Source: an optimization exercise on an open RTL-to-GDS flow (aim: small area and a short achievable clock period). Production flows keep margins and buffers that such runs may drop. No run shown here included a check of the RTL's function; only the layout flow was run.

## flow/design.v (module list and top-level ports; edited modules follow where they fit)
// module gte_mac123: 1214 lines
// module mac_fa: 4 lines
// module mac_ha: 4 lines
module gte_mac123 (
   input  wire               clk,
   input  wire               reset,
   input  wire               trigger,
   input  wire signed [31:0] mul1,
   input  wire signed [31:0] mul2,
   input  wire signed [44:0] add,
   input  wire               sub,
   input  wire               swap,
   input  wire               save_shifted,
   input  wire               use_ir,
   input  wire               ir_shift,
   input  wire               ir_shift_flag,
   input  wire               sat_ir,
   input  wire               sat_ir_flag,
   input  wire               use_result,
   output wire signed [31:0] mac_result,
   output reg                mac_writeback,
   output wire signed [15:0] ir_result,
   output reg                ir_writeback,
   output reg  signed [44:0] mac_last,
   output wire signed [31:0] mac_shifted,
   output wire               flag_mac_uf,
   output wire               flag_mac_of,
   output wire               flag_ir
);
  // ...
==> flow/flow/run.sh <==
#!/bin/bash
# The standard layout (the standard.sh with its unchanged synthesis) with two
# changes to how the layout is made: the port buffers are plain buffers
# (sky130_fd_sc_hd__buf_1) instead of the delay cells buffer_ports picks by
# default, and ORFS's timing repair is asked for a setup margin past what the
# clock period needs. The clock and constraints are the design's.
# make's full output goes to make_finish.log in the work folder.
set -euo pipefail
here="$(cd "$(dirname "${BASH_SOURCE[0]}")/.." && pwd)"
cd "$here"
bash ./standard.sh "BUFFER_PORTS_ARGS=-buffer_cell sky130_fd_sc_hd__buf_1" \
  SETUP_SLACK_MARGIN=6.8 finish > make_finish.log 2>&1
==> flow/standard.sh <==
#!/bin/bash
# synth_recipe.tcl (not shown) runs the flow's synth.tcl, then flattens the netlist and writes it again
# the make line also repeats each setting of config.mk as NAME=value (left out here)
make -C /OpenROAD-flow-scripts/flow DESIGN_CONFIG=/design/flow/config.mk WORK_HOME=/design/flow/orfs CLKGATE_MAP_FILE= SYNTH_SCRIPT=/design/flow/synth_recipe.tcl "${@:-finish}"
==> flow/config.mk <==
export PLATFORM = sky130hd
export DESIGN_NAME = gte_mac123
export DESIGN_NICKNAME = gte_mac123
export VERILOG_FILES = /design/flow/design.v
export SDC_FILE = /design/flow/constraint.sdc
export NUM_CORES = 4
export LEC_CHECK = 0
export ABC_AREA = 1
export CAP_MARGIN = 20
export CORE_MARGIN = 2
export CORE_UTILIZATION = 40
export SLEW_MARGIN = 20
export SYNTH_HIERARCHICAL = 1
==> flow/constraint.sdc <==
create_clock -name core_clock -period 14.0 [get_ports {clk}]
set_input_delay 2.8000 -clock core_clock [delete_from_list [all_inputs] [get_ports {clk}]]
set_output_delay 2.8000 -clock core_clock [all_outputs]
set_load 0.01 [all_outputs]
==> results.toml, run 1 <==
[run_status]
outcome = "complete, no violations"

[clock_network]
clk_path_buf_depth = 2
cts_resized = 7

[floorplan]
start_util_pct = 40.21
die_w_um = 268.6

[grt]
grt_pass1_vias = 23847
grt_pass1_wl_um = 146600

[sta]
rsz0062_at_grt = "true"
tns_ns = 0
finalSetupViolCount = 0

[worst_setup_path]
crit_buf_inv = 1
required_ns = 14.36
reg2reg_depth = 21
cp_max_fo = 27
path_depth = 10
startpoint_type = "primary input"
path_cells = "clkbuf_4, or2_2, nand2_1, o22ai_1, xor2_1, fa_1, fa_1, fa_1, fa_1, fa_1"

[finish]
final_area_um2 = 30650
fillers = 6997

[flow_run]
maxCapViolCount = 0

[routing]
drcViolationCount = 0
wl_um = 96570

[placed_design]
dp_hpwl_um = 70520
==> inputs of run 2 (changes only) <==
--- a/flow/design.v
+++ b/flow/design.v
@@ -24,20 +24,18 @@
    output wire               flag_mac_of,
    output wire               flag_ir
 );
    wire [33:0] ybits = {mul2, 1'b0};
    wire [32:0] x = {mul1[31], mul1};
    wire [15:0] bone, btwo, bneg;
    genvar gj;
    generate for (gj = 0; gj < 16; gj = gj + 1) begin : benc
-      wire y0 = ybits[2*gj], y1 = ybits[2*gj+1], y2 = ybits[2*gj+2];
-      assign bone[gj] = y0 ^ y1;
-      assign btwo[gj] = (y2 & ~y1 & ~y0) | (~y2 & y1 & y0);
-      assign bneg[gj] = y2;
+      mac_benc u_enc (.y0(ybits[2*gj]), .y1(ybits[2*gj+1]), .y2(ybits[2*gj+2]),
+                      .one(bone[gj]), .two(btwo[gj]), .neg(bneg[gj]));
    end endgenerate
    wire [32:0] pp0 = (({33{bone[0]}} & x) | ({33{btwo[0]}} & {x[31:0], 1'b0})) ^ {33{bneg[0]}};
    wire [32:0] pp1 = (({33{bone[1]}} & x) | ({33{btwo[1]}} & {x[31:0], 1'b0})) ^ {33{bneg[1]}};
    wire [32:0] pp2 = (({33{bone[2]}} & x) | ({33{btwo[2]}} & {x[31:0], 1'b0})) ^ {33{bneg[2]}};
    wire [32:0] pp3 = (({33{bone[3]}} & x) | ({33{btwo[3]}} & {x[31:0], 1'b0})) ^ {33{bneg[3]}};
    wire [32:0] pp4 = (({33{bone[4]}} & x) | ({33{btwo[4]}} & {x[31:0], 1'b0})) ^ {33{bneg[4]}};
    wire [32:0] pp5 = (({33{bone[5]}} & x) | ({33{btwo[5]}} & {x[31:0], 1'b0})) ^ {33{bneg[5]}};
    wire [32:0] pp6 = (({33{bone[6]}} & x) | ({33{btwo[6]}} & {x[31:0], 1'b0})) ^ {33{bneg[6]}};
@@ -1207,16 +1205,22 @@
    wire [15:0] v_low  = IRshift_1 ? R[27:12] : R[15:0];
    assign ir_result = ~ir_writeback ? 16'h0000 :
                       (satIR_1 & v_neg)  ? 16'h0000 :
                       v_big ? (v_neg ? 16'h8000 : 16'h7FFF) : v_low;
    wire        w_neg  = IRshiftFlag_1 ? hi_neg : lo_neg;
    wire        w_big  = IRshiftFlag_1 ? hi_big : lo_big;
    assign flag_ir = ir_writeback & ((satIRFlag_1 & w_neg) | w_big);
 endmodule
+module mac_benc (input wire y0, input wire y1, input wire y2,
+                 output wire one, output wire two, output wire neg);
+   assign one = y0 ^ y1;
+   assign two = (y2 & ~y1 & ~y0) | (~y2 & y1 & y0);
+   assign neg = y2;
+endmodule
 module mac_fa (input wire a, input wire b, input wire c, output wire s, output wire co);
    assign s  = a ^ b ^ c;
    assign co = (a & b) | (a & c) | (b & c);
 endmodule
 module mac_ha (input wire a, input wire b, output wire s, output wire co);
    assign s  = a ^ b;
    assign co = a & b;
 endmodule
--- a/flow/flow/run.sh
+++ b/flow/flow/run.sh
@@ -4,9 +4,9 @@
 # (sky130_fd_sc_hd__buf_1) instead of the delay cells buffer_ports picks by
 # default, and ORFS's timing repair is asked for a setup margin past what the
 # clock period needs. The clock and constraints are the design's.
 # make's full output goes to make_finish.log in the work folder.
 set -euo pipefail
 here="$(cd "$(dirname "${BASH_SOURCE[0]}")/.." && pwd)"
 cd "$here"
 bash ./standard.sh "BUFFER_PORTS_ARGS=-buffer_cell sky130_fd_sc_hd__buf_1" \
-  SETUP_SLACK_MARGIN=6.8 finish > make_finish.log 2>&1
+  SETUP_SLACK_MARGIN=7.5 finish > make_finish.log 2>&1
==> results.toml, run 2 <==
[finish]
final_cell_mix = "486 x xor2_1, 422 x nand2_1, 401 x fa_1, 390 x o22ai_1, 301 x inv_1"
nNetsFinal = 4183
drive_gt1_share_pct = 14.81
largest_registers = "mac_last (45), a_r (44), ps_r (44)"
top_register = "mac_last"
final_common_cell = "xor2_1"
largest_reg_flops = 45
fillers = 6739
syn_to_final_growth_pct = 16.62
final_area_um2 = 33110

[sta]
slew_violations = 0
finalHoldViolCount = 0
rsz0062_at_grt = "true"
finClkSkew_ns = 0.01608
finalCritPeriodShare_pct = 47.17
fin_crit_ns = 6.604
tns_ns = 0
finalSetupViolCount = 0
relSlewSlack_pct = 32.65
fmax_ghz = 0.1514
tightest_slew_ns = 1.010
holdWs_ns = 0.4827

[routing]
vias_per_cell = 5.620
dr.pass1.iters = 5
vias = 25172
first_iter_violations = 2538
ant_nets = 0
drcViolationCount = 0
wl_um = 101100
wl_per_cell_um = 22.58

[clock_network]
cts_root_buf = "clkbuf_16"
cts_sinks = 186
cts_tree = "built"
htreeDepth = 4
clk_path_buf_depth = 2
insertion_delay_ns = 0.49
ctsHoldBuffers = 0
cts_buffers = 17
clkTransAtPathRegs_ns = 0.08

[logic_synthesis]
synth_compound_area_share_pct = 12.48
ys_seq_area_share_pct = 13.15
synth_area_leaders = "fa_1 29%, xor2_1 15%, dfxtp_1 13%"
muxShareOfSynthArea_pct = 0.2116
synth.distinct_cells = 53
yosysTopAreaCellShare_pct = 29.48
ys_ff_latch = 186
synthSimpleGateAreaFrac_pct = 14.06
synthArstFlopShare_pct = 0
post_synth_fa_ha_maj_area_fraction_pct = 34.77
syn_area_um2 = 28390
synth_top_family_by_area = "adder cells"
synth_top_area_cell = "fa_1"
synth_xor_area_share_pct = 16.69
synthCells = 3357
synth.most_common_cell = "xor2_1"
synth_area_per_cell_um2 = 8.456
yosysWarnings = 7
synth-main-ff-cell = "dfxtp_1"
synth_edf_count = 1
synth_commonest_cells = "500 x xor2_1, 468 x nand2_1, 418 x fa_1, 410 x o22ai_1, 330 x inv_1"

[worst_setup_path]
crit_buf_inv = 4
cpPeakStageDelay_ns = 0.57
critPathTopFamily = "simple AND/OR/NAND/NOR gates"
arrival_ns = 3.80
crit_slowest_cell = "fa_1"
path_cells = "fa_1, inv_1, ha_1, nor4_4, nand2_1, nor2_2, nand2_4, nand2_4, buf_12, nand2_8, nand2_4, nand2_4, nand3_4, nand2_4, nand2_4, nand3_4, buf_12, nor2_1, buf_2"
startpoint_type = "flop"
required_ns = 11.20
end_kind = "primary output"
critical_path_class = "flop to primary output"
cp_max_fo = 7
path_common_cell = "nand2_4"

[min_path]
hold_class = "flop to flop"

[grt]
antenna_found_initial = 2
grt.overflow.total = 0
grt_max_degree = 69
grt_pass1_wl_um = 148900
gr-usage-all-layers_pct = 26.50
grt_pass1_vias = 24300

[placed_design]
port_buffers = 250
dp_hpwl_um = 70090
gp_congestion = 0.8799
place_area_um2 = 29900

[floorplan]
rows = 97
die_w_um = 270.4
core_area_um2 = 70150
start_util_pct = 40.47
die_area_um2 = 73120
pin_count = 251
die_h_um = 270.4

[run_status]
outcome = "complete, no violations"

[flow_run]
maxCapViolCount = 0
-- run 2: worst register-to-register path: stages (launching register included) --
cell and delay, ns:
dfxtp_2 0.34, fa_1 0.53, ha_2 0.17, inv_2 0.04
fa_2 0.36, nor2_2 0.09, nand2_1 0.07, nand2_2 0.08
nand2_2 0.06, nand2_2 0.08, nand2_2 0.07, nand2_4 0.12
inv_1 0.07, fa_2 0.53, or2_4 0.13, nand2_4 0.08
buf_4 0.14, buf_4 0.13, o21ai_0 0.21, mux2i_1 0.13
xor2_1 0.16
-- run 2: through the flow --
stage	setup slack, ns	utilization [%]	cells
6_report	7.396	47.19	4479
5_1_grt	7.234	47.19	4479
4_1_cts	7.390	45.11	4432
3_5_place_dp	5.979	42.62	4350
3_3_place_gp	6.057	42.62	4350
2_1_floorplan	7.478	-	3366
-- run 2: worst paths after layout --
check,start,end,slack [ns],cells past startpoint
max,a_r[19],ir_result[2],7.40,19
min,mac_last[33],mac_last[33],0.48,2
max reg2reg,a_r[0],a_r[16],10.27,20
min reg2reg,mac_last[33],mac_last[33],0.48,2
-- run 2: layout make-up --
cell class	instances	area [um^2]	area share [%]
clock buffers	19	452.9	1.368
well taps	940	1176	3.553
diodes	2	5.005	0.01512
clock inverters	13	153.9	0.4649
repair inverters	5	37.54	0.1134
flip-flops and latches	186	3760	11.36
repair buffers	397	3009	9.090
inverters	361	1436	4.339
multi-input cells	2556	23070	69.70
-- run 2: kinds of logic after synthesis --
family          after synthesis
buf+inv                     624
xor+xnor                    541
fa+ha+maj                   538
compound gates              581
other cells                   2
flops                       186
mux                           6
simple gates                879
-- run 2: per-module statistics from Yosys, one instance, submodules excluded --
| module | flops+latches | cells | area, um^2 | times used |
|---|---|---|---|---|
| mac_benc | 0 | 8 | 41.29 | 16 |
| mac_fa | 0 | 1 | 20.02 | 398 |
| mac_ha | 0 | 1 | 12.51 | 36 |
| gte_mac123 | 186 | 2795 | 19310 | 1 |
-- run 2: timing repair --
action | 4_1_cts | 5_1_grt
pin swaps | 20 | 67
endpoints found under the setup margin | 107 | 88
cloned | 13 | 14
setup buffers | 37 | 31
gates resized for setup | 159 | 263
-- run 2: routing by layer --
layer | vias up | part of all wire, % | global-route usage [%]
met5 | - | 0 | 0
met4 | 0 | 3.9 | 9.538
met3 | 235 | 11 | 6.881
met2 | 1462 | 45 | 41.23
met1 | 12206 | 41 | 35.51
li1 | 11269 | - | -

-- separate check: timing with driven ports --
Ports are ideal in the flow. The routed layouts listed here were re-timed in OpenROAD.
Step 1, drivers: a clkbuf_16 drives clk and a buf_2 each remaining input, both assumed.
Step 2 adds t to the input delays and takes it off the output delays; t is the mean of the earliest and latest rising clock arrival at the registers after step 1. Input paths then give back, and output paths get back, about the clock's delay inside the block.
a / b / c = ideal / step 1 / step 2; a / b = the first two.
| run | t, ns | setup WS [ns] | latest minus earliest clock arrival (ns) | pins driven straight from the clock port |
|---|---|---|---|---|
| run 1 | 0.536 | 6.933 / 6.963 / 6.427 | 0.023 / 0.023 | 1 |
| run 2 | 0.548 | 7.396 / 7.333 / 6.936 | 0.016 / 0.017 | 1 |
After both steps setup and hold are still met in every run listed. For run 1, which loses most, drivers alone change the setup slack by +0.030 ns; drivers and shift together by -0.506 ns.
